Context: an optimization exercise on an open-source flow, tuned for small area. The choices shown serve that exercise and are no tape-out recipe.
Only simulation tests tie the RTL to the original design; equivalence was not proved.
Power is estimated from default activity; no workload was simulated.

==> build 43 <==
## LightShow
module LightShow(Clock, Reset, Disp3, Disp2, Disp1, Disp0, LedRed, LedGrn);
  input Clock;
  wire Clock;
  input Reset;
  wire Reset;
  output [6:0] Disp3;
  wire [6:0] Disp3;
  output [6:0] Disp2;
  wire [6:0] Disp2;
  output [6:0] Disp1;
  wire [6:0] Disp1;
  output [6:0] Disp0;
  wire [6:0] Disp0;
  output [9:0] LedRed;
  wire [9:0] LedRed;
  output [7:0] LedGrn;
  wire [7:0] LedGrn;
  wire _0000_;
  wire _0001_;
  wire _0002_;
  wire _0003_;
  wire _0004_;
  wire _0005_;
  wire _0006_;
  wire _0007_;
  wire _0008_;
  wire _0009_;
  wire _0010_;
  wire _0011_;
  wire _0012_;
  wire _0013_;
  wire _0014_;
  wire _0015_;
  wire _0016_;
  wire _0017_;
  wire _0018_;
  wire _0019_;
  wire _0020_;
  wire _0021_;
  wire _0022_;
  wire _0023_;
  wire _0024_;
  wire _0025_;
  wire _0026_;
  wire _0027_;
  wire _0028_;
  wire _0029_;
  wire _0030_;
  wire _0031_;
  wire _0032_;
  wire _0033_;
  wire _0034_;
  wire _0035_;
  wire _0036_;
  wire _0037_;
  wire _0038_;
  wire _0039_;
  wire _0040_;
  wire _0041_;
  wire _0042_;
  wire _0043_;
  wire _0044_;
  wire _0045_;
  ...
export LEC_CHECK = 0
export CAP_MARGIN = 20
export CORE_MARGIN = 2
export CORE_UTILIZATION = 50
export CTS_CLUSTER_DIAMETER = 20
export CTS_CLUSTER_SIZE = 5
export PLACE_DENSITY = 0.6
export SLEW_MARGIN = 20
create_clock -name core_clock -period 10.0 [get_ports {Clock}]
run.sh (not shown) runs the stock make flow with config.mk's settings and CLKGATE_MAP_FILE= SYNTH_SCRIPT=/design/flow/synth_recipe.tcl, a recipe that flattens the netlist after the stock synthesis.
==> trial 20 (differences from build 43) <==
==> flow/flow/run.sh (new file) <==
#!/bin/bash
# Own layout flow: the standard flow (standard.sh) with two changes.
#  1. After the standard synthesis, its combinational logic is re-mapped for area by Yosys/ABC
#     (resynth.tcl with abc_area.script), with a few random seeds of ABC's deepsyn run side by side;
#     the smallest result is kept. The flip-flops keep their instances, names and cell types.
#  2. Ports are buffered with sky130_fd_sc_hd__buf_1 (BUFFER_PORTS_ARGS) instead of the default
#     buffer; every input and output port still gets its buffer.
# Each tool's output goes to a log file in the work folder.
set -euo pipefail
W=$(pwd)
F=$W/flow
R=$W/orfs/results/$FLOW_PLATFORM/LightShow/base
YOSYS=$FLOW_HOME/../tools/install/yosys/bin/yosys
[ -x "$YOSYS" ] || YOSYS=$(command -v yosys)
LIB=$FLOW_HOME/platforms/$FLOW_PLATFORM/lib/sky130_fd_sc_hd__tt_025C_1v80.lib
export BUFFER_PORTS_ARGS="-buffer_cell sky130_fd_sc_hd__buf_1"

bash standard.sh synth > $W/std_synth.log 2>&1
cp $R/1_2_yosys.v $W/std_1_2_yosys.v

# sequential cells of the standard netlist stay as they are
KEEP=$(grep -oE '^\s*sky130_fd_sc_hd__[a-z0-9_]+' $W/std_1_2_yosys.v | tr -d ' ' | sort -u \
       | grep -E '__(df|edf|sdf|dl|sdl)' | tr '\n' ' ' || true)
DONT_USE="sky130_fd_sc_hd__probe_p_8 sky130_fd_sc_hd__probec_p_8 sky130_fd_sc_hd__lpflow_*"
for s in 1 2 3 4; do
  sed "s/@SEED@/$s/" $F/abc_area.script > $W/abc_area_$s.script
  RS_LIB=$LIB RS_KEEP="$KEEP" RS_DONT_USE="$DONT_USE" RS_IN=$W/std_1_2_yosys.v RS_TOP=$FLOW_TOP \
    RS_ABC=$W/abc_area_$s.script RS_STAT=$W/resynth_stat_$s.txt RS_OUT=$W/resynth_$s.v \
    $YOSYS -c $F/resynth.tcl > $W/resynth_$s.log 2>&1 &
done
wait
best=""; besta=""
for s in 1 2 3 4; do
  a=$(grep "Chip area" $W/resynth_stat_$s.txt 2>/dev/null | awk '{print $NF}' || true)
  echo "seed $s: ${a:-failed}" >> $W/resynth_choice.log
  if [ -n "$a" ] && { [ -z "$besta" ] || awk -v a="$a" -v b="$besta" 'BEGIN{exit !(a<b)}'; }; then
    best=$s; besta=$a
  fi
done
if [ -z "$best" ]; then echo "resynthesis failed" >&2; exit 1; fi
echo "kept seed $best ($besta)" >> $W/resynth_choice.log
cp $W/resynth_$best.v $R/1_2_yosys.v
rm -f $R/1_synth.odb

bash standard.sh finish > $W/std_finish.log 2>&1
==> flow/flow/abc_area.script (new file) <==
strash
&get -n
&deepsyn -T 90 -S @SEED@
&put
dch -f
amap
topo
==> flow/flow/resynth.tcl (new file) <==
# Yosys script (run by run.sh): re-maps the combinational logic of the standard synthesis's
# netlist for area with ABC (abc_area.script). The flip-flop instances keep their names and
# cell types: their cells are black boxes here, so ABC never sees them.
yosys -import
set lib $::env(RS_LIB)
read_liberty -overwrite -setattr liberty_cell -lib $lib
read_liberty -overwrite -ignore_miss_func $lib
foreach ff [split $::env(RS_KEEP) " "] { if {$ff ne ""} { blackbox $ff } }
read_verilog $::env(RS_IN)
hierarchy -top $::env(RS_TOP)
flatten
opt_clean -purge
set dua {}
foreach c [split $::env(RS_DONT_USE) " "] { if {$c ne ""} { lappend dua -dont_use $c } }
abc -liberty $lib {*}$dua -script $::env(RS_ABC)
opt_clean -purge
hilomap -singleton -hicell sky130_fd_sc_hd__conb_1 HI -locell sky130_fd_sc_hd__conb_1 LO
splitnets
opt_clean -purge
tee -o $::env(RS_STAT) stat -liberty $lib
write_verilog -noattr -nohex -nodec $::env(RS_OUT)
==> flow/standard.sh (new file) <==
#!/bin/bash
# synth_recipe.tcl (not shown) runs the flow's synth.tcl, then flattens the netlist and writes it again
# the make line also repeats each setting of config.mk as NAME=value (left out here)
make -C /OpenROAD-flow-scripts/flow DESIGN_CONFIG=/design/flow/config.mk WORK_HOME=/design/flow/orfs CLKGATE_MAP_FILE= SYNTH_SCRIPT=/design/flow/synth_recipe.tcl "${@:-finish}"
CORE_UTILIZATION = 35   (was 50)
CTS_BUF_LIST = sky130_fd_sc_hd__clkbuf_4   (was unset)
CTS_CLUSTER_DIAMETER = 100   (was 20)
CTS_CLUSTER_SIZE = 20   (was 5)
PLACE_DENSITY = 0.5   (was 0.6)
removed: flow/run.sh
==> build 3 (differences from build 43) <==
==> flow/flow/run.sh (new file) <==
#!/bin/bash
# Own layout flow: the standard flow (standard.sh) with two changes.
#  1. After the standard synthesis, its combinational logic is re-mapped for area by Yosys/ABC
#     (resynth.tcl with abc_area.script). The flip-flops keep their instances, names and cell types.
#  2. Ports are buffered with sky130_fd_sc_hd__buf_1 (BUFFER_PORTS_ARGS) instead of the default
#     buffer; every input and output port still gets its buffer.
# Each tool's output goes to a log file in the work folder.
set -euo pipefail
W=$(pwd)
F=$W/flow
R=$W/orfs/results/$FLOW_PLATFORM/LightShow/base
YOSYS=$FLOW_HOME/../tools/install/yosys/bin/yosys
[ -x "$YOSYS" ] || YOSYS=$(command -v yosys)
LIB=$FLOW_HOME/platforms/$FLOW_PLATFORM/lib/sky130_fd_sc_hd__tt_025C_1v80.lib
export BUFFER_PORTS_ARGS="-buffer_cell sky130_fd_sc_hd__buf_1"

bash standard.sh synth > $W/std_synth.log 2>&1
cp $R/1_2_yosys.v $W/std_1_2_yosys.v

# sequential cells of the standard netlist stay as they are
KEEP=$(grep -oE '^\s*sky130_fd_sc_hd__[a-z0-9_]+' $W/std_1_2_yosys.v | tr -d ' ' | sort -u \
       | grep -E '__(df|edf|sdf|dl|sdl)' | tr '\n' ' ' || true)
DONT_USE="sky130_fd_sc_hd__probe_p_8 sky130_fd_sc_hd__probec_p_8 sky130_fd_sc_hd__lpflow_*"
RS_LIB=$LIB RS_KEEP="$KEEP" RS_DONT_USE="$DONT_USE" RS_IN=$W/std_1_2_yosys.v RS_TOP=$FLOW_TOP \
  RS_ABC=$F/abc_area.script RS_STAT=$W/resynth_stat.txt RS_OUT=$W/resynth.v \
  $YOSYS -c $F/resynth.tcl > $W/resynth.log 2>&1
if ! grep -q "Chip area" $W/resynth_stat.txt; then echo "resynthesis failed" >&2; exit 1; fi
cp $W/resynth.v $R/1_2_yosys.v
rm -f $R/1_synth.odb

bash standard.sh finish > $W/std_finish.log 2>&1
==> flow/flow/abc_area.script (new file) <==
strash
&get -n
&deepsyn -T 60
&put
dch -f
map -a
topo
==> flow/flow/resynth.tcl (new file) <==
# Yosys script (run by run.sh): re-maps the combinational logic of the standard synthesis's
# netlist for area with ABC (abc_area.script). The flip-flop instances keep their names and
# cell types: their cells are black boxes here, so ABC never sees them.
yosys -import
set lib $::env(RS_LIB)
read_liberty -overwrite -setattr liberty_cell -lib $lib
read_liberty -overwrite -ignore_miss_func $lib
foreach ff [split $::env(RS_KEEP) " "] { if {$ff ne ""} { blackbox $ff } }
read_verilog $::env(RS_IN)
hierarchy -top $::env(RS_TOP)
flatten
opt_clean -purge
set dua {}
foreach c [split $::env(RS_DONT_USE) " "] { if {$c ne ""} { lappend dua -dont_use $c } }
abc -liberty $lib {*}$dua -script $::env(RS_ABC)
opt_clean -purge
hilomap -singleton -hicell sky130_fd_sc_hd__conb_1 HI -locell sky130_fd_sc_hd__conb_1 LO
splitnets
opt_clean -purge
tee -o $::env(RS_STAT) stat -liberty $lib
write_verilog -noattr -nohex -nodec $::env(RS_OUT)
==> flow/standard.sh (new file) <==
#!/bin/bash
# synth_recipe.tcl (not shown) runs the flow's synth.tcl, then flattens the netlist and writes it again
# the make line also repeats each setting of config.mk as NAME=value (left out here)
make -C /OpenROAD-flow-scripts/flow DESIGN_CONFIG=/design/flow/config.mk WORK_HOME=/design/flow/orfs CLKGATE_MAP_FILE= SYNTH_SCRIPT=/design/flow/synth_recipe.tcl "${@:-finish}"
removed: flow/run.sh
==> build 65 (differences from build 43) <==
==> flow/flow/run.sh (new file) <==
#!/bin/bash
# Own layout flow: the standard flow (standard.sh) with two changes.
#  1. After the standard synthesis, its combinational logic is re-mapped for area by Yosys/ABC
#     (resynth.tcl with abc_area.script). The flip-flops keep their instances, names and cell types.
#  2. Ports are buffered with sky130_fd_sc_hd__buf_1 (BUFFER_PORTS_ARGS) instead of the default
#     buffer; every input and output port still gets its buffer.
# Each tool's output goes to a log file in the work folder.
set -euo pipefail
W=$(pwd)
F=$W/flow
R=$W/orfs/results/$FLOW_PLATFORM/LightShow/base
YOSYS=$FLOW_HOME/../tools/install/yosys/bin/yosys
[ -x "$YOSYS" ] || YOSYS=$(command -v yosys)
LIB=$FLOW_HOME/platforms/$FLOW_PLATFORM/lib/sky130_fd_sc_hd__tt_025C_1v80.lib
export BUFFER_PORTS_ARGS="-buffer_cell sky130_fd_sc_hd__buf_1"

bash standard.sh synth > $W/std_synth.log 2>&1
cp $R/1_2_yosys.v $W/std_1_2_yosys.v

# sequential cells of the standard netlist stay as they are
KEEP=$(grep -oE '^\s*sky130_fd_sc_hd__[a-z0-9_]+' $W/std_1_2_yosys.v | tr -d ' ' | sort -u \
       | grep -E '__(df|edf|sdf|dl|sdl)' | tr '\n' ' ' || true)
DONT_USE="sky130_fd_sc_hd__probe_p_8 sky130_fd_sc_hd__probec_p_8 sky130_fd_sc_hd__lpflow_*"
RS_LIB=$LIB RS_KEEP="$KEEP" RS_DONT_USE="$DONT_USE" RS_IN=$W/std_1_2_yosys.v RS_TOP=$FLOW_TOP \
  RS_ABC=$F/abc_area.script RS_STAT=$W/resynth_stat.txt RS_OUT=$W/resynth.v \
  $YOSYS -c $F/resynth.tcl > $W/resynth.log 2>&1
if ! grep -q "Chip area" $W/resynth_stat.txt; then echo "resynthesis failed" >&2; exit 1; fi
cp $W/resynth.v $R/1_2_yosys.v
rm -f $R/1_synth.odb

bash standard.sh finish > $W/std_finish.log 2>&1
==> flow/flow/abc_area.script (new file) <==
strash
&get -n
&deepsyn -T 60
&put
dch -f
amap
topo
==> flow/flow/resynth.tcl (new file) <==
# Yosys script (run by run.sh): re-maps the combinational logic of the standard synthesis's
# netlist for area with ABC (abc_area.script). The flip-flop instances keep their names and
# cell types: their cells are black boxes here, so ABC never sees them.
yosys -import
set lib $::env(RS_LIB)
read_liberty -overwrite -setattr liberty_cell -lib $lib
read_liberty -overwrite -ignore_miss_func $lib
foreach ff [split $::env(RS_KEEP) " "] { if {$ff ne ""} { blackbox $ff } }
read_verilog $::env(RS_IN)
hierarchy -top $::env(RS_TOP)
flatten
opt_clean -purge
set dua {}
foreach c [split $::env(RS_DONT_USE) " "] { if {$c ne ""} { lappend dua -dont_use $c } }
abc -liberty $lib {*}$dua -script $::env(RS_ABC)
opt_clean -purge
hilomap -singleton -hicell sky130_fd_sc_hd__conb_1 HI -locell sky130_fd_sc_hd__conb_1 LO
splitnets
opt_clean -purge
tee -o $::env(RS_STAT) stat -liberty $lib
write_verilog -noattr -nohex -nodec $::env(RS_OUT)
==> flow/standard.sh (new file) <==
#!/bin/bash
# synth_recipe.tcl (not shown) runs the flow's synth.tcl, then flattens the netlist and writes it again
# the make line also repeats each setting of config.mk as NAME=value (left out here)
make -C /OpenROAD-flow-scripts/flow DESIGN_CONFIG=/design/flow/config.mk WORK_HOME=/design/flow/orfs CLKGATE_MAP_FILE= SYNTH_SCRIPT=/design/flow/synth_recipe.tcl "${@:-finish}"
CORE_UTILIZATION = 35   (was 50)
CTS_BUF_LIST = sky130_fd_sc_hd__clkbuf_4 sky130_fd_sc_hd__clkbuf_8   (was unset)
CTS_CLUSTER_DIAMETER = 40   (was 20)
CTS_CLUSTER_SIZE = 10   (was 5)
PLACE_DENSITY = 0.5   (was 0.6)
removed: flow/run.sh
==> reports/metrics.cfg <==
[setup_path]
crit_slowest_cell = clkdlybuf4s50_1
worst_ep_arrival_time_ps = 4070

[power]
pwr-share-clk = 0.388
cellPowerDensity_nw_per_um2 = 33.64

[finish]
stdcell_count = 744
layout_common_cells = nand2_1 (88), nor2_1 (68), o21ai_0 (48)

[placement]
gp_congestion = 1.097

[run_status]
outcome = timing/DRC/antenna clean

[synthesis]
syn_area_per_cell_um2 = 6.187
syn-instance-count = 635
synth_top_family_by_area = simple AND/OR/NAND/NOR gates

[global_routing]
grt_usage = 0.4327

[routing]
wl_met1_um = 6906

[clock_network]
clk_pin_slew_ps = 60

# the run above: build 43

==> reports/metrics.cfg <==
[power]
pwr-share-clk = 0.407
cellPowerDensity_nw_per_um2 = 43.24

[finish]
stdcell_count = 706

[placement]
gp_congestion = 1.220

[clock_network]
clk_pin_slew_ps = 60

[run_status]
outcome = timing/DRC/antenna clean

[global_routing]
grt_usage = 0.4991

[setup_path]
worst_ep_arrival_time_ps = 4470

# the run above: build 3

==> reports/metrics.cfg <==
[run_status]
outcome = timing/DRC/antenna clean

[clock_network]
clk_pin_slew_ps = 110

[setup_path]
crit_slowest_cell = dfxtp_1
worst_ep_arrival_time_ps = 5040

[finish]
layout_common_cells = nor2_1 (175), clkinv_1 (83), buf_1 (47)
multiInputGateArea_um2 = 2315

[power]
pwr-share-clk = 0.318
cellPowerDensity_nw_per_um2 = 35.81

# the run above: trial 20

==> reports/metrics.cfg <==
[run_status]
outcome = timing/DRC/antenna clean

[clock_network]
clk_pin_slew_ps = 70

[finish]
layout_common_cells = nor2_1 (183), clkinv_1 (80), nand2_1 (48)
stdcell_count = 721

[power]
cellPowerDensity_nw_per_um2 = 42.14

[placement]
gp_congestion = 1.198

[setup_path]
crit_slowest_cell = nor3_1
worst_ep_arrival_time_ps = 4860

[synthesis]
syn-instance-count = 564
syn_area_per_cell_um2 = 5.349

# the run above: build 65

-- afterwards: timing with drivers on the ports --
In the flow no input, the clock included, has a driving cell. The finished layouts below were timed again as built, in two steps.
Step 1 assumes that a clkbuf_16 drives the clock port and a buf_2 every other input.
Step 2 times the ports against the registers' clock, not the clock port: input delays grow and output delays shrink by t, the midpoint of the rising clock arrivals with the driver on.
a / b / c = no drivers / after step 1 / after step 2; a / b = the first two.
run	shift t [ns]	setup WS [ns]	worst setup path at the end	latest minus earliest clock arrival (ns)
build 43	0.276	3.928 / 3.905 / 4.181	register to output	0.003 / 0.003
trial 20	0.312	2.958 / 2.939 / 3.251	register to output	0.001 / 0.002
build 3	0.278	3.527 / 3.504 / 3.782	register to output	0.002 / 0.001
build 65	0.271	3.136 / 3.115 / 3.386	register to output	0.004 / 0.004
After both steps every run listed still meets setup and hold.
